This design comes from an exercise in tuning for small area and a short achievable clock period on the open sky130 flow, not from production work.
In this exercise RTL edits were held to simulation tests only and were not proved equivalent to the original.
Power figures rest on the tool's default switching activity, not on a simulated workload.

==> design/flow/constraint.sdc <==
create_clock -name core_clock -period 6.0 [get_ports {clk}]
set_input_delay 1.2000 -clock core_clock [delete_from_list [all_inputs] [get_ports {clk}]]
set_output_delay 1.2000 -clock core_clock [all_outputs]
set_load 0.01 [all_outputs]
==> design/flow/design.v <==
module FourBitBP(
    input clk,
    input [2:0] branchID,
    input outcome,
    input reset,
    output reg miss
    );
    reg [3:0] BHT [0:7];
    reg [1:0] Counters [0:127];
    reg       rst_r;             
    reg [2:0] bid_r;             
    reg [3:0] h_r;               
    reg [1:0] c_r;               
    reg       o_r;               
    reg       self_r;            
    wire [1:0] wd_r = rst_r ? 2'b00 :
                      {(c_r[1] & c_r[0]) | (o_r & (c_r[1] | c_r[0])),
                       (c_r[1] & ~c_r[0]) | (o_r & (c_r[1] | ~c_r[0]))};
    wire [7:0]  we_b;
    wire [15:0] we_h;
    wire [1:0]  cb [0:7];
    genvar b, j;
    generate
        for (b = 0; b < 8; b = b + 1) begin : g_rd
            assign we_b[b] = rst_r | (bid_r == b);
            assign cb[b] = (rst_r | (self_r & (bid_r == b))) ? wd_r :
                           Counters[{b[2:0], BHT[b]}];
        end
        for (j = 0; j < 16; j = j + 1) begin : g_weh
            assign we_h[j] = rst_r | (h_r == j);
        end
    endgenerate
    wire [1:0] c = cb[branchID];
    wire [3:0] h = BHT[branchID];
    always @(posedge clk) begin
        miss   <= ~reset & (c[1] ^ outcome);
        rst_r  <= reset;
        bid_r  <= branchID;
        h_r    <= h;
        c_r    <= c;
        o_r    <= outcome;
        self_r <= (h == {4{outcome}});
    end
    generate
        for (b = 0; b < 8; b = b + 1) begin : g_bht
            always @(posedge clk) begin
                if (reset)
                    BHT[b] <= 4'b0000;
                else if (branchID == b)
                    BHT[b] <= {BHT[b][2:0], outcome};
            end
            for (j = 0; j < 16; j = j + 1) begin : g_cnt
                always @(posedge clk) begin
                    if (we_b[b] & we_h[j])
                        Counters[b*16+j] <= wd_r;
                end
            end
        end
    endgenerate
endmodule
==> design/flow/run.sh <==
#!/bin/bash
# synth_recipe.tcl (not shown) runs the flow's synth.tcl, then flattens the netlist and writes it again
# the make line also repeats each setting of config.mk as NAME=value (left out here)
make -C /OpenROAD-flow-scripts/flow DESIGN_CONFIG=/design/flow/config.mk WORK_HOME=/design/flow/orfs CLKGATE_MAP_FILE= SYNTH_SCRIPT=/design/flow/synth_recipe.tcl finish
==> design/flow/config.mk <==
export PLATFORM = sky130hd
export DESIGN_NAME = FourBitBP
export DESIGN_NICKNAME = FourBitBP
export VERILOG_FILES = /design/flow/design.v
export SDC_FILE = /design/flow/constraint.sdc
export NUM_CORES = 4
export LEC_CHECK = 0
export ABC_AREA = 1
export CAP_MARGIN = 20
export CORE_MARGIN = 2
export CORE_UTILIZATION = 40
export CTS_BUF_LIST = sky130_fd_sc_hd__clkbuf_8
export CTS_CLUSTER_DIAMETER = 80
export CTS_CLUSTER_SIZE = 18
export SETUP_SLACK_MARGIN = 3.7
export SLEW_MARGIN = 20
==> results.tsv, run 1 <==
stage	metric	value	unit
logic_synthesis	mux contribution to synthesized area	0	%
power_and_ir_drop	total power	0.00389	W
floorplan	die width	184	um
setup_path	CP Class	reg -> out	
global_route	first-pass GRT wire length	52100	um
logic_synthesis	dominant cells by area after synthesis	edfxtp_1 59%, nand3_1 8.7%, nor2_1 7.9%	
power_and_ir_drop	clock share of power	25.1	%
setup_path	reg2reg start	bid_r[2]	
setup_path	cell class contributing the biggest share of worst-path delay	flip-flops	
outcome	outcome	timing/DRC/antenna clean	
timing	Final Setup Violations	0	
setup_path	crit path to	miss	
worst_hold_path	Hold Crit Class	reg -> reg	
logic_synthesis	dominant cell type by area after synthesis	edfxtp_1	
timing	max frequency	447	MHz
logic_synthesis	Post-Synth Simple-Gate Area	25.6	%
global_route	initial antenna violation count	1	
job	MaxCap Viol Count	0	
floorplan	I/O pin total	7	
power_and_ir_drop	pwr dens	275	mW/mm2
cells_and_area	most common cell after layout, fill and taps aside	nor2_1	
floorplan	initial core utilization	40.9	%
detailed_routing	Avg WL per Cell	19.8	um
detailed_routing	drt pass-1 iters	6	
logic_synthesis	Yosys cell types	34	
logic_synthesis	Synth Area in Compound Gates	4.53	%
placed_design	GP Congestion	0.957	
global_route	Global Route Usage Sum	20.4	%
floorplan	area of the core	0.0317	mm2
power_and_ir_drop	share of power burned in combinational logic	9.1	%
timing	Period minus WS final	2.24	ns
logic_synthesis	#FFs+latches synth	301	
timing	final worst-path cycle share	37.3	%
logic_synthesis	Post-Synth XOR/XNOR Area	0	%
logic_synthesis	Post-Synthesis Cells	1288	
cells_and_area	highest-count cells in the layout ignoring fill and taps	271 x nor2_1, 256 x edfxtp_1, 221 x nand3_1, 206 x nand2_1, 108 x inv_1	
logic_synthesis	main combinational cell family by area after synthesis	simple AND/OR/NAND/NOR gates	
logic_synthesis	Yosys warning count	3	
placed_design	placed cell areas	0.0137	mm2
timing	Final TNS setup	0	ns
cells_and_area	NumNets Final	1316	
timing	Worst Max-Slew Pin Slew	1.21	ns
clock_network	CTS tree	built	
timing	unrepaired setup endpoints after global routing	true	
global_route	vias in the first global route	9148	
power_and_ir_drop	Pleak	5.44	nW
detailed_routing	DR vias/cell	5.44	
clock_network	worst skew pair latency	0.57	ns
setup_path	crit path launch type	flop	
floorplan	DIE HEIGHT	184	um
setup_path	Crit Reg-Reg Endpoint	c_r[0]	
floorplan	die footprint	0.0339	mm2
setup_path	WP buf/inv	1	
setup_path	WP data required	4.80	ns
logic_synthesis	Main synth FF type	edfxtp_1	
setup_path	Worst path depth	1	
cells_and_area	Register Area	0.00860	mm2
placed_design	Placed Cells	1688	
setup_path	Worst Setup SP	miss	
clock_network	CTS H-tree depth	1	
detailed_routing	total wire length	34200	um
placed_design	# port buffers	6	
clock_network	clk buf depth	3	
cells_and_area	P&R area growth vs syn	8.95	%
logic_synthesis	post-synthesis sequential area ratio	66.2	%
timing	Hold Vio Cnt, Final	0	
logic_synthesis	Post-Synth Adder-Cell Area	0	%
clock_network	Sink Count	301	
detailed_routing	DRT iter0 DRCs	907	
power_and_ir_drop	worst vdd ir	0.139	mV
logic_synthesis	EDFF count, synth	256	
timing	clk_skew	0.0171	ns
floorplan	Placement Rows	65	
cells_and_area	layout cell share with drive strength beyond 1	8.38	%
logic_synthesis	Yosys top cell area share	59.2	%
setup_path	Critical-path top delay cell	dfxtp_2	
detailed_routing	DRC	0	
setup_path	worst reg-to-reg path cell count	11	
timing	Slew Viols, Final	0	
detailed_routing	antenna viol nets, final	0	
global_route	pin count of the biggest net entering global routing	74	
power_and_ir_drop	Switching Power	0.000987	W
global_route	GR Overflow Total	0	
cells_and_area	Non-Filler Instances	1728	
logic_synthesis	Synth Cell Area	0.0130	mm2
clock_network	Reg clk slew, reported paths	0.12	ns
clock_network	root buffer cell	clkbuf_8	
power_and_ir_drop	switching share of power	25.4	%
logic_synthesis	Async SR Flop Fraction	0	%
cells_and_area	post-route cell area	0.0141	mm2
timing	Slew headroom	19.3	%
cells_and_area	area occupied by multi-input gates	0.00413	mm2
setup_path	CP max stage delay	0.35	ns
setup_path	crit path DAT	1.04	ns
detailed_routing	via count	9404	
placed_design	DPL Wire Length	22000	um
cells_and_area	# fillers	3071	
setup_path	Critical Path Sink Type	output port	
logic_synthesis	syn_nets	1294	
setup_path	critical-path cell list	buf_6	
logic_synthesis	Mean Syn Cell Area	10.1	um2
cells_and_area	Final Util	44.6	%
setup_path	reg2reg setup slack	3.84	ns
setup_path	critical-path maximum fanout	1	
clock_network	Num CTS Buffers	20	
power_and_ir_drop	sequential share of power	65.8	%
power_and_ir_drop	Int Power	0.00290	W
## worst min-delay path by stage
| stage | startpoint | endpoint | slack, ns | cells past startpoint |
|---|---|---|---|---|
| floorplan | BHT[0][2] | BHT[0][2] | 0.47 | 2 |
| global placement | BHT[0][2] | BHT[0][2] | 0.51 | 2 |
| detailed placement | BHT[0][2] | BHT[0][2] | 0.51 | 2 |
| CTS | BHT[0][2] | BHT[0][2] | 0.52 | 2 |
| global route | BHT[0][2] | BHT[0][2] | 0.55 | 2 |
| finish | BHT[0][2] | BHT[0][2] | 0.52 | 2 |
## cells in the mapped netlist, types with 3 or more instances
cell / n
nor2_2: 4
dfxtp_1: 45
nor2_1: 274
inv_2: 14
o211ai_1: 6
a21oi_1: 59
nor3_1: 7
nand2_1: 206
clkbuf_1: 11
nand4_1: 33
edfxtp_1: 256
buf_2: 3
inv_1: 97
nand3_2: 3
nand3_1: 225
nor4_1: 6
o21a_1: 3
o31ai_2: 4
o21ai_0: 10
a22oi_1: 3
## flip-flops by register name (all words and copies together) (netlist names)
signal and cells:
Counters 256, c_r 2, h_r 4, bid_r 3, self_r 1, o_r 1
BHT 32, rst_r 1, miss 1
## tightest hold or removal path: stages (launching register included)
cell and delay [ns]:
dfxtp_1 0.35, nand2_1 0.07, a21oi_1 0.06
## layer usage
| metal | global-route usage [%] | wire length, um | share of wire, % | vias to the layer above |
|---|---|---|---|---|
| met3 | 2.77 | 1890 | 5.5 | 37 |
| met4 | 4.42 | 607 | 1.8 | 0 |
| met2 | 34.4 | 16200 | 47 | 233 |
| met1 | 28.1 | 15500 | 45 | 4592 |
| li1 | - | - | - | 4542 |
| met5 | 0 | 0 | 0 | - |
## power by group through the flow
stage          registers [W]  clock network (W)  logic, W
6_report             0.00256           0.000977  0.000353
5_1_grt              0.00257            0.00110  0.000384
4_1_cts              0.00256            0.00100  0.000351
3_5_place_dp         0.00261                  0  0.000350
3_3_place_gp         0.00260                  0  0.000344
2_1_floorplan        0.00258                  0  0.000215
## timing repair
item / 4_1_cts / 5_1_grt
buffers inserted: 0 / 2
setup endpoints to repair: 35 / 13
pin swaps: 0 / 1
endpoints found under the hold margin: 0 / 0
hold buffers: 0 / 0
gates resized for setup: 18 / 18
## final cells by class
| class | instances | area share [%] |
|---|---|---|
| diodes | 2 | 0.0354 |
| clock buffers | 21 | 2.04 |
| clock inverters | 15 | 0.416 |
| inverters | 112 | 3.09 |
| multi-input cells | 860 | 29.2 |
| flip-flops and latches | 301 | 60.8 |
| well taps | 402 | 3.56 |
| repair buffers | 15 | 0.849 |
## per-stage QoR
step,hold WS (ns),worst slack (ns)
floorplan,0.468,3.27
global placement,0.505,2.51
detailed placement,0.507,2.47
CTS,0.520,3.57
global route,0.551,3.66
finish,0.523,3.76
## logic make-up after synthesis
group | Yosys count
simple gates | 765
compound gates | 95
flops | 301
buf+inv | 127
==> run 2: changes to the inputs <==
--- a/design/flow/config.mk
+++ b/design/flow/config.mk
@@ -10,7 +10,7 @@
 export CORE_MARGIN = 2
 export CORE_UTILIZATION = 40
 export CTS_BUF_LIST = sky130_fd_sc_hd__clkbuf_8
-export CTS_CLUSTER_DIAMETER = 80
-export CTS_CLUSTER_SIZE = 18
-export SETUP_SLACK_MARGIN = 3.7
+export CTS_CLUSTER_DIAMETER = 70
+export CTS_CLUSTER_SIZE = 15
+export SETUP_SLACK_MARGIN = 3.55
 export SLEW_MARGIN = 20
==> results.tsv, run 2 <==
stage	metric	value	unit	change
cells_and_area	NumNets Final	1324		+0.61%
detailed_routing	total wire length	34200	um	about the same
logic_synthesis	Yosys cell types	34		unchanged
logic_synthesis	Main synth FF type	edfxtp_1		
logic_synthesis	post-synthesis sequential area ratio	66.2	%	unchanged
logic_synthesis	Yosys top cell area share	59.2	%	unchanged
setup_path	reg2reg start	c_r[1]		
detailed_routing	DR vias/cell	5.43		-0.22%
detailed_routing	Avg WL per Cell	19.7	um	-0.50%
setup_path	Crit Reg-Reg Endpoint	Counters[6][1]		
cells_and_area	Largest Register	Counters		
cells_and_area	most common cell after layout, fill and taps aside	nor2_1		
clock_network	CTS tree	built		
worst_hold_path	hold path endpoint	BHT[0][2]		
floorplan	initial core utilization	40.9	%	unchanged
floorplan	die footprint	0.0339	mm2	unchanged
floorplan	DIE HEIGHT	184	um	unchanged
clock_network	Num CTS Buffers	24		+20%
logic_synthesis	#FFs+latches synth	301		unchanged
timing	Final TNS setup	0	ns	unchanged
setup_path	cell class contributing the biggest share of worst-path delay	flip-flops		
setup_path	WP buf/inv	1		unchanged
timing	Slew headroom	29.9	%	+11 points
logic_synthesis	Synth top cells by count	274 x nor2_1, 256 x edfxtp_1, 225 x nand3_1, 206 x nand2_1, 97 x inv_1		
global_route	initial antenna violation count	0		-1
floorplan	area of the core	0.0317	mm2	unchanged
global_route	first-pass GRT wire length	52000	um	-0.26%
timing	clk_skew	0.0277	ns	+0.0105 ns
cells_and_area	Non-Filler Instances	1738		+0.58%
global_route	pin count of the biggest net entering global routing	89		+20%
global_route	Global Route Usage Sum	20.2	%	-0.13 points
clock_network	CTS H-tree depth	1		unchanged
power_and_ir_drop	worst vdd ir	0.214	mV	+54%
setup_path	critical-path cell list	dlygate4sd2_1		
cells_and_area	area occupied by multi-input gates	0.00405	mm2	-1.9%
cells_and_area	post-route cell area	0.0142	mm2	+0.12%
worst_hold_path	worst hold stages	2		unchanged
cells_and_area	layout cell share with drive strength beyond 1	7.86	%	-0.52 points
timing	Worst Max-Slew Pin Slew	1.05	ns	-0.158 ns
timing	Hold Vio Cnt, Final	0		unchanged
cells_and_area	# diodes	0		-2
clock_network	Sink Count	301		unchanged
timing	Final Setup Violations	0		unchanged
logic_synthesis	Mean Syn Cell Area	10.1	um2	unchanged
logic_synthesis	Yosys warning count	3		unchanged
power_and_ir_drop	Pleak	5.50	nW	+1.2%
detailed_routing	antenna viol nets, final	0		unchanged
setup_path	WP data required	4.80	ns	about the same
worst_hold_path	Hold Crit Class	reg -> reg		
floorplan	die width	184	um	unchanged
placed_design	DPL Wire Length	22200	um	+0.91%
timing	unrepaired setup endpoints after global routing	true		
timing	max frequency	422	MHz	-5.6%
timing	Period minus WS final	2.37	ns	+0.132 ns
timing	final worst-path cycle share	39.5	%	+2.2 points
cells_and_area	# fillers	3025		-1.5%
setup_path	Worst path depth	1		unchanged
logic_synthesis	EDFF count, synth	256		unchanged
placed_design	Placed Cells	1690		+0.12%
power_and_ir_drop	pwr dens	282	mW/mm2	+2.7%
logic_synthesis	syn_nets	1294		unchanged
setup_path	reg2reg setup slack	3.68	ns	-0.16 ns
setup_path	critical-path maximum fanout	1		unchanged
logic_synthesis	most numerous cell in the Yosys netlist	nor2_1		
setup_path	crit path launch type	flop		
detailed_routing	via count	9438		+0.36%
setup_path	Critical-path top delay cell	dfxtp_2		
global_route	GR Overflow Total	0		unchanged
cells_and_area	P&R area growth vs syn	9.07	%	
setup_path	Worst Setup SP	miss		
cells_and_area	Register Area	0.00859	mm2	about the same
logic_synthesis	dominant cell type by area after synthesis	edfxtp_1		
job	MaxCap Viol Count	0		unchanged
placed_design	placed cell areas	0.0136	mm2	-0.75%
setup_path	CP max stage delay	0.35	ns	about the same
detailed_routing	drt pass-1 iters	9		+3
cells_and_area	Final Util	44.6	%	+0.051 points
floorplan	Placement Rows	65		unchanged
worst_hold_path	Worst Hold Launch	BHT[0][2]		
floorplan	I/O pin total	7		unchanged
logic_synthesis	dominant cells by area after synthesis	edfxtp_1 59%, nand3_1 8.7%, nor2_1 7.9%		
setup_path	CP Class	reg -> out		
clock_network	Reg clk slew, reported paths	0.09	ns	-0.03 ns
cells_and_area	largest registers	Counters (256), BHT (32), h_r (4)		
placed_design	GP Congestion	0.978		+2.2%
cells_and_area	max reg flops	256		unchanged
logic_synthesis	Synth Cell Area	0.0130	mm2	unchanged
global_route	vias in the first global route	8934		-2.3%
placed_design	# port buffers	6		unchanged
clock_network	root buffer cell	clkbuf_8		
timing	Slew Viols, Final	0		unchanged
logic_synthesis	Async SR Flop Fraction	0	%	unchanged
outcome	outcome	timing/DRC/antenna clean		
setup_path	crit path DAT	1.17	ns	+0.13 ns
detailed_routing	DRT iter0 DRCs	981		+8.2%
cells_and_area	highest-count cells in the layout ignoring fill and taps	273 x nor2_1, 256 x edfxtp_1, 222 x nand3_1, 206 x nand2_1, 112 x inv_1		
detailed_routing	DRC	0		unchanged
logic_synthesis	Post-Synthesis Cells	1288		unchanged
setup_path	Critical Path Sink Type	output port		
clock_network	clk buf depth	3		unchanged
clock_network	worst skew pair latency	0.57	ns	about the same
setup_path	worst reg-to-reg path cell count	4		-7
[run 2: cell count changes in the layout (fill, tap and decap cells not counted), moves of 3 or more]
cell	before	now
dfxtp_2	4	1
a21oi_1	38	42
buf_4	6	10
inv_1	108	112
nand3_2	1	6
buf_2	3	0
dfxtp_1	40	43
clkbuf_8	21	27
nand3_4	6	0
[run 2: how the worst max path moves through the flow]
stage / end
2_1_floorplan: miss
3_3_place_gp: self_r
3_5_place_dp: self_r
4_1_cts: self_r
5_1_grt: Counters[3][1]
6_report: miss
[run 2: per-stage QoR]
step	hold slack (ns)	total power (W)	setup slack, ns
global route	0.539	0.00414	3.53
global placement	0.501	0.00295	2.70
CTS	0.511	0.00401	3.55
floorplan	0.468	0.00279	3.27
detailed placement	0.498	0.00295	2.62
finish	0.513	0.00399	3.63
[run 2: layout make-up]
class	count	area share (%)
multi-input cells	861	28.6
flip-flops and latches	301	60.7
inverters	112	3.02
well taps	402	3.55
clock buffers	27	2.63
clock inverters	17	0.486
repair buffers	18	0.999
[run 2: metal layers]
metal	routed length, um	GRT usage [%]	vias up	part of all wire [%]
met2	16100	33.0	312	47
li1	-	-	4545	-
met4	985	5.54	0	2.9
met3	2060	2.47	55	6.0
met5	0	0	-	0
met1	15100	28.7	4526	44
[run 2: power by group]
part	total, W	leakage (nW)	switching [W]	internal [W]
sequential	0.00256	2.87	0.0000593	0.00250
clock	0.00109	0.280	0.000670	0.000417
combinational	0.000351	2.35	0.000281	0.0000694
total	0.00399	5.50	0.00101	0.00298
[run 2: logic make-up after synthesis]
logic type	count (synthesis)	synth area share, %
AOI/OAI and AO/OA	95	4.53
buffers and inverters	127	3.73
DFF	301	66.2
and+or+nand+nor	765	25.6
[run 2: timing repair]
item                       in CTS  in global routing
setup endpoints to repair     169                  6
gates cloned                    0                  1
buffers inserted                0                  2
resized for setup              11                 11
hold buffers                    0                  0
pin swaps                       0                  2
[run 2: worst reg2reg max path, stage by stage, from the launching register on]
cell	delay (ns)
dfxtp_1	0.42
nand2_1	0.27
a21oi_4	0.24
buf_4	0.41
buf_6	0.57
==> run 3: changes to the inputs <==
--- a/design/flow/config.mk
+++ b/design/flow/config.mk
@@ -6,11 +6,11 @@
 export NUM_CORES = 4
 export LEC_CHECK = 0
 export ABC_AREA = 1
-export CAP_MARGIN = 20
+export CAP_MARGIN = 0
 export CORE_MARGIN = 2
 export CORE_UTILIZATION = 40
 export CTS_BUF_LIST = sky130_fd_sc_hd__clkbuf_8
 export CTS_CLUSTER_DIAMETER = 70
 export CTS_CLUSTER_SIZE = 15
-export SETUP_SLACK_MARGIN = 3.55
-export SLEW_MARGIN = 20
+export SETUP_SLACK_MARGIN = 3.7
+export SLEW_MARGIN = 0
==> results.tsv, run 3 <==
stage	metric	value	unit	change
power_and_ir_drop	worst vdd ir	0.165	mV	-23%
setup_path	WP data required	6.45	ns	+1.65 ns
logic_synthesis	Synth top cells by count	274 x nor2_1, 256 x edfxtp_1, 225 x nand3_1, 206 x nand2_1, 97 x inv_1		
floorplan	I/O pin total	7		unchanged
clock_network	Sink Count	301		unchanged
setup_path	crit path DAT	2.73	ns	+1.56 ns
setup_path	Crit Reg-Reg Endpoint	miss		
clock_network	CTS H-tree depth	1		unchanged
global_route	Global Route Usage Sum	20.3	%	+0.076 points
detailed_routing	antenna viol nets, final	0		unchanged
placed_design	placed cell areas	0.0137	mm2	+0.61%
clock_network	cts hold-fix bufs	0		unchanged
timing	Final Setup Violations	0		unchanged
logic_synthesis	most numerous cell in the Yosys netlist	nor2_1		
floorplan	die footprint	0.0339	mm2	unchanged
floorplan	Placement Rows	65		unchanged
floorplan	die width	184	um	unchanged
timing	max frequency	439	MHz	+4.0%
global_route	GR Overflow Total	0		unchanged
power_and_ir_drop	switching share of power	25.3	%	about the same
logic_synthesis	dominant cell type by area after synthesis	edfxtp_1		
cells_and_area	max reg flops	256		unchanged
setup_path	worst reg-to-reg path cell count	13		+9
cells_and_area	Largest Register	Counters		
logic_synthesis	dominant cells by area after synthesis	edfxtp_1 59%, nand3_1 8.7%, nor2_1 7.9%		
clock_network	root buffer cell	clkbuf_8		
logic_synthesis	EDFF count, synth	256		unchanged
placed_design	DPL Wire Length	21800	um	-1.7%
detailed_routing	via count	9421		-0.18%
power_and_ir_drop	total power	0.00402	W	+0.54%
timing	Period minus WS final	2.28	ns	-0.0912 ns
logic_synthesis	Main synth FF type	edfxtp_1		
detailed_routing	DRC	0		unchanged
timing	final worst-path cycle share	37.9	%	-1.5 points
global_route	pin count of the biggest net entering global routing	74		-17%
logic_synthesis	Async SR Flop Fraction	0	%	unchanged
clock_network	clk buf depth	3		unchanged
logic_synthesis	Post-Synthesis Cells	1288		unchanged
global_route	first-pass GRT wire length	52000	um	about the same
power_and_ir_drop	clock share of power	27.6	%	+0.4 points
logic_synthesis	Yosys top cell area share	59.2	%	unchanged
timing	Hold Vio Cnt, Final	0		unchanged
logic_synthesis	post-synthesis sequential area ratio	66.2	%	unchanged
power_and_ir_drop	share of power burned in combinational logic	8.7	%	about the same
floorplan	area of the core	0.0317	mm2	unchanged
setup_path	CP Class	in -> reg		
setup_path	critical-path maximum fanout	7		+6
worst_hold_path	hold path endpoint	BHT[0][2]		
timing	Worst Max-Slew Pin Slew	1.22	ns	+0.172 ns
detailed_routing	drt pass-1 iters	5		-4
logic_synthesis	syn_nets	1294		unchanged
logic_synthesis	Yosys cell types	34		unchanged
global_route	initial antenna violation count	0		unchanged
cells_and_area	largest registers	Counters (256), BHT (32), h_r (4)		
clock_network	Reg clk slew, reported paths	0.09	ns	about the same
power_and_ir_drop	Switching Power	0.00102	W	+0.47%
timing	Final TNS setup	0	ns	unchanged
clock_network	Num CTS Buffers	24		unchanged
detailed_routing	DR vias/cell	5.44		+0.22%
logic_synthesis	Yosys warning count	3		unchanged
clock_network	CTS tree	built		
cells_and_area	P&R area growth vs syn	9.51	%	
detailed_routing	DRT iter0 DRCs	981		unchanged
cells_and_area	most common cell after layout, fill and taps aside	nor2_1		
placed_design	# port buffers	6		unchanged
job	MaxCap Viol Count	0		unchanged
cells_and_area	highest-count cells in the layout ignoring fill and taps	268 x nor2_1, 256 x edfxtp_1, 221 x nand3_1, 206 x nand2_1, 109 x inv_1		
detailed_routing	total wire length	34200	um	about the same
placed_design	GP Congestion	0.957		-2.1%
outcome	outcome	timing/DRC/antenna clean		
timing	clk_skew	0.0302	ns	+0.00258 ns
setup_path	Critical Path Sink Type	flop		
cells_and_area	NumNets Final	1318		-0.45%
setup_path	reg2reg start	rst_r		
clock_network	worst skew pair latency	0.57	ns	about the same
worst_hold_path	worst hold stages	2		unchanged
power_and_ir_drop	Pleak	5.48	nW	-0.53%
timing	unrepaired setup endpoints after global routing	true		
logic_synthesis	Synth Cell Area	0.0130	mm2	unchanged
logic_synthesis	#FFs+latches synth	301		unchanged
logic_synthesis	Mean Syn Cell Area	10.1	um2	unchanged
cells_and_area	post-route cell area	0.0142	mm2	+0.40%
floorplan	initial core utilization	40.9	%	unchanged
power_and_ir_drop	sequential share of power	63.7	%	-0.3 points
timing	Slew Viols, Final	0		unchanged
floorplan	DIE HEIGHT	184	um	unchanged
cells_and_area	layout cell share with drive strength beyond 1	8.81	%	+0.95 points
detailed_routing	Avg WL per Cell	19.8	um	+0.39%
cells_and_area	Final Util	44.8	%	+0.18 points
global_route	vias in the first global route	9102		+1.9%
cells_and_area	# fillers	3068		+1.4%
setup_path	reg2reg setup slack	3.86	ns	+0.18 ns
worst_hold_path	Hold Crit Class	reg -> reg		
power_and_ir_drop	pwr dens	283	mW/mm2	+0.14%
worst_hold_path	Worst Hold Launch	BHT[0][2]		
power_and_ir_drop	Int Power	0.00300	W	+0.57%
setup_path	crit path launch type	input port		
timing	Slew headroom	18.4	%	-11 points
-- run 3: per-stage QoR --
step	worst slack, ns	hold slack (ns)	instances
final	3.72	0.510	1731
after global routing	3.65	0.549	1730
after CTS	3.58	0.513	1730
after detailed placement	2.46	0.498	1687
after global placement	2.51	0.505	1687
after floorplan	3.27	0.468	1288
-- run 3: worst max-delay path: stages --
cell and delay (ns):
clkdlybuf4s15_2 0.39, inv_6 0.09, nand3_4 0.11, nor2_1 0.07
nor4_2 0.30, nand4_1 0.17, a21oi_2 0.14, inv_1 0.07
a21oi_1 0.12, a21oi_1 0.05
-- run 3: metal layers --
metal	up-vias	routed length [um]	GRT usage (%)
met5	-	0	0
met4	0	871	5.47
met3	56	2060	3.00
met2	313	15800	33.2
met1	4519	15500	28.4
li1	4533	-	-
-- run 3: timing repair --
action | CTS | global route
pin swaps | 1 | 0
gates resized for setup | 18 | 18
setup buffers | 1 | 0
setup endpoints to repair | 32 | 8
-- run 3: worst max path at each step --
stage	startpoint	to	slack [ns]	cells past startpoint
detailed placement	branchID[0]	self_r	2.46	10
global placement	branchID[0]	self_r	2.51	10
finish	branchID[1]	self_r	3.72	10
CTS	branchID[0]	self_r	3.58	10
floorplan	rst_r	miss	3.27	13
global route	branchID[1]	self_r	3.65	10
-- run 3: cell families (layout without fill, tap and decap cells) --
logic type / after synthesis / in the layout / share of synthesized area (%)
AO/OA/AOI/OAI: 95 / 95 / 4.53
buffers and inverters: 127 / 167 / 3.73
flip-flops: 301 / 301 / 66.2
other: 0 / 1 / 0
AND/OR/NAND/NOR: 765 / 765 / 25.6
-- run 3: power by group through the flow --
stage,Clock (W),Sequential [W],Combinational (W)
finish,0.00111,0.00256,0.000350
floorplan,0,0.00258,0.000215
detailed placement,0,0.00261,0.000347
CTS,0.00113,0.00256,0.000348
global route,0.00121,0.00257,0.000382
global placement,0,0.00260,0.000344
-- run 3: final cells by class --
class	count	area (um2)	area share, %
Sequential cell	301	8600	60.5
Multi-Input combinational cell	860	4130	29.1
Tap cell	402	503	3.54
Inverter	112	437	3.07
Clock buffer	25	344	2.42
Timing Repair Buffer	13	101	0.713
Clock inverter	17	97.6	0.687
Antenna cell	1	2.50	0.0176
==> run 4: changes to the inputs <==
--- a/design/flow/config.mk
+++ b/design/flow/config.mk
@@ -6,11 +6,12 @@
 export NUM_CORES = 4
 export LEC_CHECK = 0
 export ABC_AREA = 1
-export CAP_MARGIN = 0
+export CAP_MARGIN = 20
 export CORE_MARGIN = 2
 export CORE_UTILIZATION = 40
 export CTS_BUF_LIST = sky130_fd_sc_hd__clkbuf_8
 export CTS_CLUSTER_DIAMETER = 70
 export CTS_CLUSTER_SIZE = 15
+export PLACE_DENSITY = 0.75
 export SETUP_SLACK_MARGIN = 3.7
-export SLEW_MARGIN = 0
+export SLEW_MARGIN = 20
==> results.tsv, run 4 <==
stage	metric	value	unit	change
power_and_ir_drop	Switching Power	0.00100	W	-1.2%
setup_path	worst reg-to-reg path cell count	10		-3
cells_and_area	# diodes	0		-1
placed_design	# port buffers	6		unchanged
power_and_ir_drop	pwr dens	280	mW/mm2	-0.96%
logic_synthesis	most numerous cell in the Yosys netlist	nor2_1		
clock_network	CTS H-tree depth	1		unchanged
placed_design	DPL Wire Length	21300	um	-2.5%
logic_synthesis	#FFs+latches synth	301		unchanged
cells_and_area	highest-count cells in the layout ignoring fill and taps	270 x nor2_1, 256 x edfxtp_1, 221 x nand3_1, 206 x nand2_1, 111 x inv_1		
global_route	Global Route met1 Usage	25.4	%	-3.0 points
floorplan	area of the core	0.0317	mm2	unchanged
timing	Hold Vio Cnt, Final	0		unchanged
logic_synthesis	post-synthesis sequential area ratio	66.2	%	unchanged
setup_path	crit path DAT	2.73	ns	about the same
timing	Final TNS setup	0	ns	unchanged
clock_network	Num CTS Buffers	24		unchanged
floorplan	I/O pin total	7		unchanged
detailed_routing	drt pass-1 iters	7		+2
setup_path	reg2reg setup slack	3.85	ns	about the same
timing	unrepaired setup endpoints after global routing	true		
power_and_ir_drop	Int Power	0.00297	W	-0.91%
outcome	outcome	timing/DRC/antenna clean		
timing	Period minus WS final	2.26	ns	-0.0153 ns
setup_path	crit path to	self_r		
cells_and_area	largest registers	Counters (256), BHT (32), h_r (4)		
clock_network	clk buf depth	3		unchanged
logic_synthesis	dominant cells by area after synthesis	edfxtp_1 59%, nand3_1 8.7%, nor2_1 7.9%		
timing	final worst-path cycle share	37.7	%	-0.25 points
timing	Worst Max-Slew Pin Slew	1.12	ns	-0.102 ns
setup_path	CP Class	in -> reg		
power_and_ir_drop	switching share of power	25.2	%	-0.058 points
timing	Slew headroom	25.2	%	+6.8 points
cells_and_area	P&R area growth vs syn	9.48	%	about the same
logic_synthesis	syn_nets	1294		unchanged
cells_and_area	layout cell share with drive strength beyond 1	8.63	%	-0.18 points
global_route	first-pass GRT wire length	51000	um	-1.9%
floorplan	Placement Rows	65		unchanged
placed_design	Place WS	2.46	ns	-0.00921 ns
timing	max frequency	442	MHz	+0.68%
power_and_ir_drop	Pleak	5.49	nW	+0.26%
placed_design	placed cell areas	0.0137	mm2	unchanged
logic_synthesis	Post-Synth XOR/XNOR Area	0	%	unchanged
logic_synthesis	Yosys cell types	34		unchanged
detailed_routing	DRC	0		unchanged
logic_synthesis	Yosys warning count	3		unchanged
detailed_routing	via count	9589		+1.8%
logic_synthesis	Async SR Flop Fraction	0	%	unchanged
setup_path	reg2reg start	rst_r		
logic_synthesis	Synth Cell Area	0.0130	mm2	unchanged
setup_path	critical-path maximum fanout	7		unchanged
timing	Final WS setup	3.74	ns	+0.0153 ns
global_route	pin count of the biggest net entering global routing	74		unchanged
floorplan	DIE HEIGHT	184	um	unchanged
setup_path	WP data required	6.47	ns	+0.02 ns
global_route	GR Overflow Total	0		unchanged
cells_and_area	post-route cell area	0.0142	mm2	about the same
timing	Final Setup Violations	0		unchanged
logic_synthesis	Synth Area in Compound Gates	4.53	%	unchanged
setup_path	crit path launch type	input port		
detailed_routing	antenna viol nets, final	0		unchanged
detailed_routing	DRT iter0 DRCs	1235		+26%
logic_synthesis	EDFF count, synth	256		unchanged
global_route	busiest metal layer after global routing	met2		
job	MaxCap Viol Count	0		unchanged
logic_synthesis	Post-Synthesis Cells	1288		unchanged
global_route	met3 global-route usage	2.63	%	-0.38 points
clock_network	Reg clk slew, reported paths	0.10	ns	about the same
cells_and_area	NumNets Final	1320		+0.15%
power_and_ir_drop	share of power burned in combinational logic	8.7	%	about the same
power_and_ir_drop	clock share of power	27.0	%	-0.6 points
timing	Slew Viols, Final	0		unchanged
cells_and_area	max reg flops	256		unchanged
logic_synthesis	Mean Syn Cell Area	10.1	um2	unchanged
floorplan	die footprint	0.0339	mm2	unchanged
floorplan	die width	184	um	unchanged
global_route	M2 GR Usage	33.0	%	-0.18 points
clock_network	worst skew pair latency	0.58	ns	about the same
setup_path	Worst Setup SP	branchID[0]		
logic_synthesis	main combinational cell family by area after synthesis	simple AND/OR/NAND/NOR gates		
clock_network	cts hold-fix bufs	0		unchanged
logic_synthesis	Yosys top cell area share	59.2	%	unchanged
cells_and_area	# fillers	2939		-4.2%
cells_and_area	most common cell after layout, fill and taps aside	nor2_1		
global_route	Global Route Usage Sum	19.4	%	-0.86 points
clock_network	root buffer cell	clkbuf_8		
detailed_routing	DR vias/cell	5.53		+1.6%
logic_synthesis	Main synth FF type	edfxtp_1		
worst_hold_path	Hold Crit Class	reg -> reg		
power_and_ir_drop	sequential share of power	64.3	%	+0.6 points
timing	clk_skew	0.0339	ns	+0.00368 ns
clock_network	Sink Count	301		unchanged
logic_synthesis	Synth top cells by count	274 x nor2_1, 256 x edfxtp_1, 225 x nand3_1, 206 x nand2_1, 97 x inv_1		
logic_synthesis	dominant cell type by area after synthesis	edfxtp_1		
cells_and_area	Largest Register	Counters		
detailed_routing	total wire length	32800	um	-4.2%
placed_design	GP Congestion	0.955		-0.16%
logic_synthesis	Post-Synth Simple-Gate Area	25.6	%	unchanged
global_route	vias in the first global route	9353		+2.8%
floorplan	initial core utilization	40.9	%	unchanged
timing	WHS	0.536	ns	+0.0262 ns
detailed_routing	Avg WL per Cell	18.9	um	-4.4%
logic_synthesis	Post-Synth Adder-Cell Area	0	%	unchanged
power_and_ir_drop	worst vdd ir	0.147	mV	-11%
clock_network	CTS tree	built		
global_route	initial antenna violation count	0		unchanged
logic_synthesis	mux contribution to synthesized area	0	%	unchanged
setup_path	Crit Reg-Reg Endpoint	c_r[0]		
setup_path	Critical Path Sink Type	flop		
-- run 4: cell counts after synthesis --
No cell type changed its count.
-- run 4: cells by family after synthesis --
logic type,Yosys count
AND/OR/NAND/NOR,765
AO/OA/AOI/OAI,95
buffers and inverters,127
flip-flops,301
-- run 4: final cells by class --
cell class,count,area [um2],share of cell area [%]
Sequential cell,301,8600,60.5
Multi-Input combinational cell,860,4120,29.0
Tap cell,402,503,3.54
Inverter,112,437,3.07
Clock buffer,26,358,2.52
Timing Repair Buffer,15,114,0.801
Clock inverter,18,80.1,0.564
-- run 4: worst max-delay path, cell delays in order --
cell     delay (ns)
buf_2          0.24
inv_2          0.15
nand3_4        0.14
nor2_1         0.08
nor4_2         0.35
nand4_1        0.16
a21oi_2        0.16
inv_1          0.08
a21oi_1        0.12
a21oi_1        0.05
-- run 4: routing by layer --
layer  part of all wire (%)  up-vias
met3                    7.2       65
met4                    3.4        0
met2                     48      394
met1                     41     4604
li1                       -     4526
met5                      0        -
-- run 4: what timing repair did --
action / 4_1_cts / 5_1_grt
pin swaps: 1 / 1
endpoints found under the setup margin: 98 / 19
gates cloned: 0 / 0
resized for setup: 18 / 16
buffers inserted: 1 / 1
-- run 4: through the flow --
stage | instances | power [W] | util (%)
6_report | 1734 | 0.00398 | 44.8
5_1_grt | 1734 | 0.00411 | 44.8
4_1_cts | 1733 | 0.00399 | 44.7
3_5_place_dp | 1688 | 0.00295 | 43.3
3_3_place_gp | 1688 | 0.00293 | 43.3
2_1_floorplan | 1288 | 0.00280 | -
-- run 4: how the worst min path moves through the flow --
stage          cells after the start       from  slack [ns]        end
2_1_floorplan                      2  BHT[0][2]        0.47  BHT[0][2]
3_3_place_gp                       2  BHT[0][2]        0.50  BHT[0][2]
3_5_place_dp                       2  BHT[2][2]        0.52  BHT[2][2]
4_1_cts                            2  BHT[6][1]        0.53  BHT[6][1]
5_1_grt                            2  BHT[6][1]        0.56  BHT[6][1]
6_report                           2  BHT[6][1]        0.54  BHT[6][1]
-- run 4: power by group through the flow --
| stage | combinational, W | sequential [W] | clock, W |
|---|---|---|---|
| 3_5_place_dp | 0.000341 | 0.00261 | 0 |
| 6_report | 0.000346 | 0.00256 | 0.00107 |
| 5_1_grt | 0.000379 | 0.00257 | 0.00116 |
| 4_1_cts | 0.000344 | 0.00256 | 0.00109 |
| 2_1_floorplan | 0.000215 | 0.00258 | 0 |
| 3_3_place_gp | 0.000331 | 0.00260 | 0 |
==> run 5: changes to the inputs <==
--- a/design/flow/config.mk
+++ b/design/flow/config.mk
@@ -12,6 +12,6 @@
 export CTS_BUF_LIST = sky130_fd_sc_hd__clkbuf_8
 export CTS_CLUSTER_DIAMETER = 70
 export CTS_CLUSTER_SIZE = 15
-export PLACE_DENSITY = 0.75
+export PLACE_DENSITY = 0.45
 export SETUP_SLACK_MARGIN = 3.7
 export SLEW_MARGIN = 20
==> results.tsv, run 5 <==
stage	metric	value	unit	change
timing	Final TNS setup	0	ns	unchanged
placed_design	Place WS	2.61	ns	+0.150 ns
timing	Slew Viols, Final	0		unchanged
detailed_routing	DRT iter0 DRCs	829		-33%
cells_and_area	most common cell after layout, fill and taps aside	nor2_1		
floorplan	die width	184	um	unchanged
global_route	first-pass GRT wire length	56800	um	+11%
worst_hold_path	hold path endpoint	BHT[0][2]		
logic_synthesis	Mean Syn Cell Area	10.1	um2	unchanged
power_and_ir_drop	total power	0.00406	W	+2.1%
detailed_routing	drt pass-1 iters	6		-1
floorplan	DIE HEIGHT	184	um	unchanged
placed_design	# port buffers	6		unchanged
floorplan	Placement Rows	65		unchanged
floorplan	area of the core	0.0317	mm2	unchanged
logic_synthesis	Yosys cell types	34		unchanged
logic_synthesis	Synth Cell Area	0.0130	mm2	unchanged
logic_synthesis	Post-Synthesis Cells	1288		unchanged
placed_design	GP Congestion	0.937		-1.9%
clock_network	clk buf depth	3		unchanged
detailed_routing	antenna viol nets, final	0		unchanged
cells_and_area	Non-Filler Instances	1744		+0.58%
clock_network	worst skew pair latency	0.57	ns	about the same
power_and_ir_drop	pwr dens	285	mW/mm2	+1.7%
setup_path	Crit Reg-Reg Endpoint	miss		
logic_synthesis	Yosys top cell area share	59.2	%	unchanged
placed_design	DPL Wire Length	25700	um	+21%
logic_synthesis	syn_nets	1294		unchanged
detailed_routing	total wire length	37700	um	+15%
timing	Hold Vio Cnt, Final	0		unchanged
logic_synthesis	EDFF count, synth	256		unchanged
cells_and_area	# fillers	3110		+5.8%
clock_network	Sink Count	301		unchanged
global_route	pin count of the biggest net entering global routing	96		+30%
logic_synthesis	Synth top cells by count	274 x nor2_1, 256 x edfxtp_1, 225 x nand3_1, 206 x nand2_1, 97 x inv_1		
timing	unrepaired setup endpoints after global routing	true		
floorplan	initial core utilization	40.9	%	unchanged
outcome	outcome	timing/DRC/antenna clean		
detailed_routing	met3 WL post-DR	1890	um	-20%
setup_path	crit path DAT	2.75	ns	+0.02 ns
timing	Slew headroom	22.5	%	-2.7 points
cells_and_area	Register Area	0.00860	mm2	about the same
detailed_routing	DR top layer	met4		
cells_and_area	NumNets Final	1331		+0.83%
placed_design	Placed Cells	1699		+0.65%
power_and_ir_drop	worst vdd ir	0.185	mV	+26%
setup_path	WP data required	6.47	ns	about the same
job	MaxCap Viol Count	0		unchanged
global_route	initial antenna violation count	1		+1
logic_synthesis	dominant cell type by area after synthesis	edfxtp_1		
setup_path	reg2reg setup slack	3.73	ns	-0.12 ns
cells_and_area	P&R area growth vs syn	9.87	%	
logic_synthesis	Async SR Flop Fraction	0	%	unchanged
power_and_ir_drop	Pleak	5.53	nW	+0.82%
clock_network	CTS H-tree depth	1		unchanged
cells_and_area	layout cell share with drive strength beyond 1	8.79	%	+0.16 points
timing	Worst Max-Slew Pin Slew	1.16	ns	+0.0399 ns
logic_synthesis	Yosys warning count	3		unchanged
detailed_routing	DRC	0		unchanged
setup_path	reg2reg start	bid_r[2]		
floorplan	I/O pin total	7		unchanged
cells_and_area	# diodes	0		unchanged
logic_synthesis	dominant cells by area after synthesis	edfxtp_1 59%, nand3_1 8.7%, nor2_1 7.9%		
setup_path	crit path launch type	flop		
clock_network	Num CTS Buffers	25		+4.2%
cells_and_area	max reg flops	256		unchanged
setup_path	worst reg-to-reg path cell count	13		+3
global_route	Global Route Usage Sum	22.8	%	+3.3 points
logic_synthesis	post-synthesis sequential area ratio	66.2	%	unchanged
timing	Final Setup Violations	0		unchanged
setup_path	CP Class	reg -> reg		
timing	final worst-path cycle share	37.9	%	+0.19 points
logic_synthesis	#FFs+latches synth	301		unchanged
detailed_routing	DR vias/cell	5.39		-2.6%
floorplan	die footprint	0.0339	mm2	unchanged
global_route	GR Overflow Total	0		unchanged
detailed_routing	met1 wire length	18000	um	+33%
global_route	vias in the first global route	9116		-2.5%
cells_and_area	Final Util	45.0	%	+0.16 points
setup_path	critical-path maximum fanout	17		+10
detailed_routing	routed length on met2	16900	um	+7.4%
timing	Final WS setup	3.73	ns	-0.0112 ns
setup_path	critical-path cell list	inv_2 -> o31ai_2 -> inv_2 -> nor2_2 -> inv_1 -> nand3_1 -> nand2_1 -> nand2_2 -> nor2_4 -> nand3_2 -> nand2_1 -> inv_1 -> nor2_1		
setup_path	Critical Path Sink Type	flop		
logic_synthesis	Main synth FF type	edfxtp_1		
cells_and_area	largest registers	Counters (256), BHT (32), h_r (4)		
clock_network	root buffer cell	clkbuf_8		
worst_hold_path	Hold Crit Class	reg -> reg		
setup_path	CP max stage delay	0.45	ns	+0.10 ns
detailed_routing	Avg WL per Cell	21.6	um	+14%
timing	Period minus WS final	2.27	ns	+0.0112 ns
setup_path	Critical-path top delay cell	dfxtp_2		
cells_and_area	area occupied by multi-input gates	0.00407	mm2	-1.3%
worst_hold_path	Worst Hold Launch	BHT[0][2]		
clock_network	Reg clk slew, reported paths	0.10	ns	about the same
timing	max frequency	440	MHz	-0.49%
detailed_routing	via count	9394		-2.0%
logic_synthesis	most numerous cell in the Yosys netlist	nor2_1		
cells_and_area	Largest Register	Counters		
worst_hold_path	worst hold stages	2		unchanged
timing	clk_skew	0.0185	ns	-0.0154 ns
clock_network	CTS tree	built		
cells_and_area	highest-count cells in the layout ignoring fill and taps	270 x nor2_1, 256 x edfxtp_1, 221 x nand3_1, 206 x nand2_1, 107 x inv_1		
==> run 5: cell types whose count changed in the layout (fill, tap and decap cells not counted), sizes merged <==
cell,before,now
inv,127,124
bufinv,0,1
buf,12,20
clkinv,2,3
clkbuf,28,30
clkinvlp,1,2
==> run 5: how the worst max path moves through the flow <==
stage,from,endpoint,slack [ns],cells past startpoint
finish,bid_r[2],miss,3.73,13
global route,branchID[0],self_r,3.61,10
CTS,branchID[0],self_r,3.54,10
detailed placement,branchID[0],self_r,2.61,10
global placement,branchID[0],self_r,2.63,10
floorplan,rst_r,miss,3.27,13
==> run 5: logic make-up after synthesis <==
logic type	after synthesis	share of synthesized area (%)
AO/OA/AOI/OAI	95	4.53
AND/OR/NAND/NOR	765	25.6
buffers and inverters	127	3.73
flip-flops	301	66.2
==> run 5: report_power, final <==
group          total (W)  internal, W  switching, W
Clock            0.00114     0.000451      0.000686
Sequential       0.00256      0.00250     0.0000587
Combinational   0.000366    0.0000732      0.000293
Total            0.00406      0.00302       0.00104
==> run 5: what timing repair did <==
action / CTS / global route
setup buffers: 0 / 1
resized for setup: 14 / 15
endpoints found under the hold margin: 0 / 0
pin swaps: 0 / 2
setup endpoints to repair: 92 / 87
hold buffers: 0 / 0
==> run 5: cell type report <==
class                           instances  share of cell area [%]
Sequential cell                       301                    60.3
Multi-Input combinational cell        860                    28.5
Tap cell                              402                    3.53
Inverter                              112                    3.06
Clock buffer                           26                    2.51
Timing Repair Buffer                   25                    1.34
Clock inverter                         18                   0.737
==> run 5: per-stage QoR <==
step	cell area, um2	hold slack (ns)
after floorplan	13200	0.468
after global placement	13800	0.517
after detailed placement	13800	0.518
after CTS	14200	0.533
after global routing	14300	0.577
final	14300	0.530
==> run 5: worst max-delay path, delay by kind of cell, from the launching register on <==
family                 cells  cell delay (ns)
buffers and inverters      4             0.55
flip-flops                 1             0.45
AND/OR/NAND/NOR            8             0.75
AO/OA/AOI/OAI              1             0.41
==> run 5: layer usage <==
layer,vias up,GRT usage [%]
met5,-,0
met3,42,2.85
met2,232,35.5
li1,4547,-
met1,4573,33.8
met4,0,5.63
==> run 6: changes to the inputs <==
--- a/design/flow/config.mk
+++ b/design/flow/config.mk
@@ -12,6 +12,5 @@
 export CTS_BUF_LIST = sky130_fd_sc_hd__clkbuf_8
 export CTS_CLUSTER_DIAMETER = 70
 export CTS_CLUSTER_SIZE = 15
-export PLACE_DENSITY = 0.45
 export SETUP_SLACK_MARGIN = 3.7
 export SLEW_MARGIN = 20
==> results.tsv, run 6 <==
stage	metric	value	unit	change
global_route	initial antenna violation count	1		unchanged
setup_path	reg2reg setup slack	3.85	ns	+0.12 ns
power_and_ir_drop	switching share of power	25.7	%	+0.18 points
setup_path	WP buf/inv	1		-3
placed_design	Place WS	2.47	ns	-0.139 ns
logic_synthesis	main combinational cell family by area after synthesis	simple AND/OR/NAND/NOR gates		
placed_design	placed cell areas	0.0137	mm2	-0.19%
logic_synthesis	Post-Synth XOR/XNOR Area	0	%	unchanged
floorplan	I/O pin total	7		unchanged
logic_synthesis	dominant cell type by area after synthesis	edfxtp_1		
logic_synthesis	Yosys warning count	3		unchanged
cells_and_area	NumNets Final	1320		-0.83%
setup_path	crit path DAT	1.04	ns	-1.71 ns
cells_and_area	Largest Register	Counters		
logic_synthesis	#FFs+latches synth	301		unchanged
logic_synthesis	syn_nets	1294		unchanged
cells_and_area	post-route cell area	0.0142	mm2	-0.28%
setup_path	CP max stage delay	0.35	ns	-0.10 ns
worst_hold_path	worst hold stages	2		unchanged
global_route	met3 global-route usage	2.79	%	-0.059 points
floorplan	die width	184	um	unchanged
setup_path	Critical-path top delay cell	dfxtp_2		
cells_and_area	Final Util	44.8	%	-0.13 points
power_and_ir_drop	clock share of power	27.0	%	-1.0 points
power_and_ir_drop	pwr dens	280	mW/mm2	-1.5%
setup_path	CP Class	reg -> out		
logic_synthesis	Synth Area in Compound Gates	4.53	%	unchanged
timing	Hold Vio Cnt, Final	0		unchanged
power_and_ir_drop	worst vdd ir	0.151	mV	-18%
clock_network	cts hold-fix bufs	0		unchanged
floorplan	DIE HEIGHT	184	um	unchanged
detailed_routing	via count	9359		-0.37%
clock_network	clk buf depth	3		unchanged
timing	Final Setup Violations	0		unchanged
placed_design	GP Congestion	0.957		+2.1%
logic_synthesis	dominant cells by area after synthesis	edfxtp_1 59%, nand3_1 8.7%, nor2_1 7.9%		
power_and_ir_drop	sequential share of power	64.1	%	+1.1 points
cells_and_area	highest-count cells in the layout ignoring fill and taps	271 x nor2_1, 256 x edfxtp_1, 221 x nand3_1, 206 x nand2_1, 112 x inv_1		
detailed_routing	Avg WL per Cell	19.8	um	-8.6%
logic_synthesis	Async SR Flop Fraction	0	%	unchanged
cells_and_area	# fillers	3075		-1.1%
global_route	GR Overflow Total	0		unchanged
logic_synthesis	EDFF count, synth	256		unchanged
clock_network	worst skew pair latency	0.60	ns	+0.03 ns
logic_synthesis	Post-Synth Simple-Gate Area	25.6	%	unchanged
worst_hold_path	hold path endpoint	BHT[0][2]		
placed_design	DPL Wire Length	22000	um	-14%
worst_hold_path	Hold Crit Class	reg -> reg		
logic_synthesis	Mean Syn Cell Area	10.1	um2	unchanged
logic_synthesis	Main synth FF type	edfxtp_1		
power_and_ir_drop	share of power burned in combinational logic	8.8	%	-0.2 points
global_route	busiest metal layer after global routing	met2		
detailed_routing	DRT iter0 DRCs	921		+11%
cells_and_area	most common cell after layout, fill and taps aside	nor2_1		
cells_and_area	largest registers	Counters (256), BHT (32), h_r (4)		
timing	clk_skew	0.0461	ns	+0.0276 ns
logic_synthesis	Yosys cell types	34		unchanged
detailed_routing	DR vias/cell	5.39		+0.14%
setup_path	worst reg-to-reg path cell count	13		unchanged
clock_network	root buffer cell	clkbuf_8		
timing	final worst-path cycle share	37.3	%	-0.54 points
power_and_ir_drop	Pleak	5.49	nW	-0.74%
timing	unrepaired setup endpoints after global routing	true		
detailed_routing	antenna viol nets, final	0		unchanged
power_and_ir_drop	total power	0.00399	W	-1.8%
setup_path	reg2reg start	rst_r		
detailed_routing	DRC	0		unchanged
global_route	vias in the first global route	9152		+0.39%
global_route	pin count of the biggest net entering global routing	74		-23%
setup_path	Crit Reg-Reg Endpoint	miss		
logic_synthesis	post-synthesis sequential area ratio	66.2	%	unchanged
logic_synthesis	Post-Synth Adder-Cell Area	0	%	unchanged
logic_synthesis	Yosys top cell area share	59.2	%	unchanged
logic_synthesis	Synth top cells by count	274 x nor2_1, 256 x edfxtp_1, 225 x nand3_1, 206 x nand2_1, 97 x inv_1		
setup_path	cell class contributing the biggest share of worst-path delay	flip-flops		
setup_path	Critical Path Sink Type	output port		
global_route	Global Route Usage Sum	20.4	%	-2.4 points
clock_network	CTS H-tree depth	1		unchanged
setup_path	critical-path cell list	buf_6		
outcome	outcome	timing/DRC/antenna clean		
setup_path	crit path launch type	flop		
timing	Period minus WS final	2.24	ns	-0.0322 ns
logic_synthesis	mux contribution to synthesized area	0	%	unchanged
setup_path	WP data required	4.80	ns	-1.67 ns
timing	Slew headroom	22.3	%	-0.20 points
floorplan	die footprint	0.0339	mm2	unchanged
logic_synthesis	Synth Cell Area	0.0130	mm2	unchanged
global_route	first-pass GRT wire length	52200	um	-8.2%
timing	Final WS setup	3.76	ns	+0.0322 ns
logic_synthesis	Post-Synthesis Cells	1288		unchanged
worst_hold_path	Worst Hold Launch	BHT[0][2]		
placed_design	# port buffers	6		unchanged
power_and_ir_drop	Switching Power	0.00103	W	-1.1%
setup_path	critical-path maximum fanout	1		-16
power_and_ir_drop	Int Power	0.00296	W	-2.0%
clock_network	CTS tree	built		
timing	Slew Viols, Final	0		unchanged
timing	Worst Max-Slew Pin Slew	1.17	ns	+0.00305 ns
logic_synthesis	most numerous cell in the Yosys netlist	nor2_1		
cells_and_area	P&R area growth vs syn	9.56	%	
global_route	Global Route met1 Usage	28.0	%	-5.8 points
detailed_routing	drt pass-1 iters	8		+2
detailed_routing	total wire length	34300	um	-9.0%
clock_network	Reg clk slew, reported paths	0.10	ns	about the same
timing	Final TNS setup	0	ns	unchanged
floorplan	initial core utilization	40.9	%	unchanged
global_route	M2 GR Usage	34.2	%	-1.3 points
cells_and_area	layout cell share with drive strength beyond 1	8.63	%	-0.16 points
floorplan	area of the core	0.0317	mm2	unchanged
cells_and_area	max reg flops	256		unchanged
timing	max frequency	446	MHz	+1.4%
job	MaxCap Viol Count	0		unchanged
clock_network	Num CTS Buffers	24		-4.0%
clock_network	Sink Count	301		unchanged
floorplan	Placement Rows	65		unchanged
==> run 6: cell count changes in the layout (fill, tap and decap cells not counted), sizes merged <==
cell	change
buf	-8
clkbuf	-3
clkinv	-1
diode	+1
bufinv	-1
inv	+4
clkinvlp	-1
==> run 6: cells by family after synthesis <==
logic type	count (synthesis)
AOI/OAI and AO/OA	95
buffers and inverters	127
DFF	301
and+or+nand+nor	765
==> run 6: metrics by stage <==
stage,instances,hold WS [ns]
2_1_floorplan,1288,0.468
3_3_place_gp,1687,0.505
3_5_place_dp,1688,0.507
4_1_cts,1732,0.518
5_1_grt,1735,0.549
6_report,1735,0.520
==> run 6: worst max path at each step <==
stage          slack (ns)      to  depth (start not counted)        start
3_3_place_gp         2.51  self_r                         10  branchID[0]
4_1_cts              3.58  self_r                         10  branchID[0]
2_1_floorplan        3.27    miss                         13        rst_r
3_5_place_dp         2.47  self_r                         10  branchID[0]
5_1_grt              3.64    miss                         15    BHT[7][3]
6_report             3.76    miss                          1         miss
==> run 6: final cells by class <==
cell class / instances / area [um2] / area share, %
antenna: 1 / 2.50 / 0.0176
inverter: 112 / 437 / 3.07
sequential: 301 / 8600 / 60.5
clock inverter: 19 / 83.8 / 0.590
timing repair buffer: 15 / 123 / 0.862
clock buffer: 25 / 344 / 2.42
multi-input combinational: 860 / 4130 / 29.0
tap: 402 / 503 / 3.54
==> run 6: per-layer routing <==
metal	routed length, um	up-vias
met2	16100	224
met1	15700	4539
met3	1650	48
met5	0	-
li1	-	4548
met4	837	0
==> run 6: power groups by stage <==
stage | clock, W | combinational [W] | sequential (W)
finish | 0.00108 | 0.000352 | 0.00256
global route | 0.00118 | 0.000384 | 0.00257
CTS | 0.00110 | 0.000351 | 0.00256
detailed placement | 0 | 0.000350 | 0.00261
global placement | 0 | 0.000344 | 0.00260
floorplan | 0 | 0.000215 | 0.00258
==> run 6: repair_timing <==
item                                    CTS  global route
gates resized for setup                  18            19
pin swaps                                 0             1
setup buffers                             0             2
endpoints found under the setup margin   32            11
==> run 7: changes to the inputs <==
--- a/design/flow/config.mk
+++ b/design/flow/config.mk
@@ -11,6 +11,6 @@
 export CORE_UTILIZATION = 40
 export CTS_BUF_LIST = sky130_fd_sc_hd__clkbuf_8
 export CTS_CLUSTER_DIAMETER = 70
-export CTS_CLUSTER_SIZE = 15
+export CTS_CLUSTER_SIZE = 14
 export SETUP_SLACK_MARGIN = 3.7
 export SLEW_MARGIN = 20
==> results.tsv, run 7 <==
stage	metric	value	unit	change
timing	Final Setup Violations	0		unchanged
cells_and_area	max reg flops	256		unchanged
logic_synthesis	dominant cells by area after synthesis	edfxtp_1 59%, nand3_1 8.7%, nor2_1 7.9%		
logic_synthesis	Yosys cell types	34		unchanged
global_route	GR Overflow Total	0		unchanged
power_and_ir_drop	worst vdd ir	0.150	mV	-0.82%
timing	Worst Max-Slew Pin Slew	1.20	ns	+0.0368 ns
floorplan	I/O pin total	7		unchanged
logic_synthesis	syn_nets	1294		unchanged
cells_and_area	Largest Register	Counters		
logic_synthesis	Synth top cells by count	274 x nor2_1, 256 x edfxtp_1, 225 x nand3_1, 206 x nand2_1, 97 x inv_1		
setup_path	WP data required	6.45	ns	+1.65 ns
floorplan	initial core utilization	40.9	%	unchanged
clock_network	Num CTS Buffers	25		+4.2%
logic_synthesis	Async SR Flop Fraction	0	%	unchanged
clock_network	CTS H-tree depth	1		unchanged
global_route	Global Route Usage Sum	20.2	%	-0.15 points
floorplan	die width	184	um	unchanged
clock_network	clk buf depth	3		unchanged
setup_path	CP Class	in -> reg		
clock_network	Sink Count	301		unchanged
timing	unrepaired setup endpoints after global routing	true		
logic_synthesis	dominant cell type by area after synthesis	edfxtp_1		
logic_synthesis	Synth Cell Area	0.0130	mm2	unchanged
detailed_routing	antenna viol nets, final	0		unchanged
logic_synthesis	Yosys warning count	3		unchanged
logic_synthesis	post-synthesis sequential area ratio	66.2	%	unchanged
global_route	initial antenna violation count	1		unchanged
global_route	first-pass GRT wire length	51800	um	-0.79%
placed_design	# port buffers	6		unchanged
detailed_routing	DRC	0		unchanged
power_and_ir_drop	Pleak	5.49	nW	about the same
cells_and_area	NumNets Final	1321		+0.076%
setup_path	critical-path maximum fanout	7		+6
cells_and_area	layout cell share with drive strength beyond 1	8.78	%	+0.14 points
logic_synthesis	#FFs+latches synth	301		unchanged
worst_hold_path	Hold Crit Class	reg -> reg		
timing	final worst-path cycle share	37.3	%	-0.040 points
global_route	pin count of the biggest net entering global routing	74		unchanged
timing	Slew headroom	19.9	%	-2.5 points
timing	Period minus WS final	2.24	ns	-0.00238 ns
setup_path	crit path launch type	input port		
logic_synthesis	Main synth FF type	edfxtp_1		
timing	Slew Viols, Final	0		unchanged
floorplan	die footprint	0.0339	mm2	unchanged
cells_and_area	highest-count cells in the layout ignoring fill and taps	269 x nor2_1, 256 x edfxtp_1, 221 x nand3_1, 206 x nand2_1, 113 x inv_1		
setup_path	crit path DAT	2.69	ns	+1.65 ns
timing	clk_skew	0.0161	ns	-0.0300 ns
timing	Hold Vio Cnt, Final	0		unchanged
cells_and_area	# fillers	3056		-0.62%
cells_and_area	Non-Filler Instances	1736		+0.058%
setup_path	Critical Path Sink Type	flop		
cells_and_area	post-route cell area	0.0142	mm2	about the same
detailed_routing	via count	9411		+0.56%
logic_synthesis	most numerous cell in the Yosys netlist	nor2_1		
outcome	outcome	timing/DRC/antenna clean		
placed_design	GP Congestion	0.957		unchanged
cells_and_area	most common cell after layout, fill and taps aside	nor2_1		
logic_synthesis	Yosys top cell area share	59.2	%	unchanged
cells_and_area	largest registers	Counters (256), BHT (32), h_r (4)		
power_and_ir_drop	pwr dens	279	mW/mm2	-0.47%
cells_and_area	P&R area growth vs syn	9.49	%	about the same
clock_network	Reg clk slew, reported paths	0.10	ns	about the same
placed_design	Place WS	2.47	ns	unchanged
placed_design	DPL Wire Length	22000	um	unchanged
detailed_routing	DR vias/cell	5.42		+0.50%
timing	max frequency	447	MHz	+0.11%
floorplan	Placement Rows	65		unchanged
power_and_ir_drop	total power	0.00397	W	-0.54%
placed_design	placed cell areas	0.0137	mm2	unchanged
job	MaxCap Viol Count	0		unchanged
clock_network	worst skew pair latency	0.57	ns	-0.03 ns
floorplan	DIE HEIGHT	184	um	unchanged
placed_design	Placed Cells	1688		unchanged
timing	Final TNS setup	0	ns	unchanged
timing	Final WS setup	3.76	ns	+0.00238 ns
setup_path	reg2reg setup slack	3.89	ns	+0.04 ns
floorplan	area of the core	0.0317	mm2	unchanged
detailed_routing	drt pass-1 iters	6		-2
logic_synthesis	Mean Syn Cell Area	10.1	um2	unchanged
detailed_routing	DRT iter0 DRCs	905		-1.7%
detailed_routing	Avg WL per Cell	19.6	um	-0.55%
logic_synthesis	Post-Synthesis Cells	1288		unchanged
clock_network	cts hold-fix bufs	0		unchanged
global_route	vias in the first global route	9124		-0.31%
clock_network	CTS tree	built		
logic_synthesis	EDFF count, synth	256		unchanged
detailed_routing	total wire length	34100	um	-0.49%
clock_network	root buffer cell	clkbuf_8		
==> run 7: cell counts after synthesis <==
Identical to the previous run, type by type.
==> run 7: power breakdown <==
group / switching [W] / internal (W)
combinational: 0.000282 / 0.0000693
sequential: 0.0000583 / 0.00250
clock: 0.000666 / 0.000392
==> run 7: layout make-up <==
cell class                 count  area (um2)  area share (%)
antenna                        1        2.50          0.0176
inverter                     112         437            3.07
timing repair buffer          15         114           0.801
clock buffer                  25         344            2.42
clock inverter                20        77.6           0.546
multi-input combinational    860        4140            29.1
sequential                   301        8600            60.5
tap                          402         503            3.54
==> run 7: per-layer routing <==
| layer | routed length, um | vias up | GRT usage, % |
|---|---|---|---|
| met1 | 15400 | 4561 | 27.8 |
| met3 | 1880 | 42 | 2.81 |
| met2 | 16000 | 254 | 33.9 |
| met5 | 0 | - | 0 |
| li1 | - | 4554 | - |
| met4 | 768 | 0 | 5.12 |
==> run 7: what timing repair did <==
action                                  4_1_cts  5_1_grt
pin swaps                                     0        1
cloned                                        0        0
endpoints found under the setup margin       35       13
buffers inserted                              0        2
resized for setup                            18       19
==> run 7: worst max-delay path, stage by stage <==
cell and delay (ns):
buf_2 0.24, inv_2 0.15, nand3_4 0.14, nor2_1 0.08, nor4_2 0.31, nand4_1 0.17, a21oi_2 0.15, inv_1 0.07
a21oi_1 0.13, a21oi_1 0.05
==> run 7: worst paths after layout <==
check | from | endpoint | depth (start not counted)
worst max-delay path | branchID[0] | self_r | 10
worst min-delay path | BHT[0][2] | BHT[0][2] | 2
worst max register to register | bid_r[2] | c_r[0] | 11
worst min register to register | BHT[0][2] | BHT[0][2] | 2
==> run 7: logic make-up (layout without fill, tap and decap cells) <==
family	after synthesis	after routing	synth area share, %
simple gates	765	765	25.6
other cells	0	1	0
buf+inv	127	172	3.73
compound gates	95	95	4.53
flops	301	301	66.2
==> run 7: stage by stage <==
| stage | hold slack (ns) | utilization, % |
|---|---|---|
| 2_1_floorplan | 0.468 | - |
| 3_3_place_gp | 0.505 | 43.3 |
| 3_5_place_dp | 0.507 | 43.3 |
| 4_1_cts | 0.517 | 44.7 |
| 5_1_grt | 0.549 | 44.8 |
| 6_report | 0.518 | 44.8 |

[static timing again, ports no longer ideal]
Ports are ideal in the flow. The routed layouts listed here were re-timed in OpenROAD.
Step 1: set_driving_cell puts a clkbuf_16 on clk and a buf_2 on each other input, an assumption about the parent block.
Step 2 times the ports against the registers' clock, not the clock port: input delays grow and output delays shrink by t, the midpoint of the rising clock arrivals with the driver on.
a / b / c = ideal ports / drivers / drivers and shift; a / b = the first two.
run	shift t [ns]	setup slack, ns	latest minus earliest clock arrival (ns)
run 1	0.603	3.764 / 3.720 / 3.152	0.017 / 0.017
run 2	0.603	3.632 / 3.589 / 3.146	0.031 / 0.031
run 3	0.605	3.723 / 3.707 / 3.105	0.036 / 0.036
run 4	0.610	3.739 / 3.718 / 3.126	0.036 / 0.036
run 5	0.611	3.727 / 3.718 / 3.147	0.019 / 0.019
run 6	0.617	3.760 / 3.717 / 3.183	0.051 / 0.051
run 7	0.605	3.762 / 3.721 / 3.123	0.017 / 0.017
After both steps setup and hold are still met in every run listed. The setup slack of run 7, which loses most, moves by -0.041 ns with the drivers and by -0.639 ns with both steps.
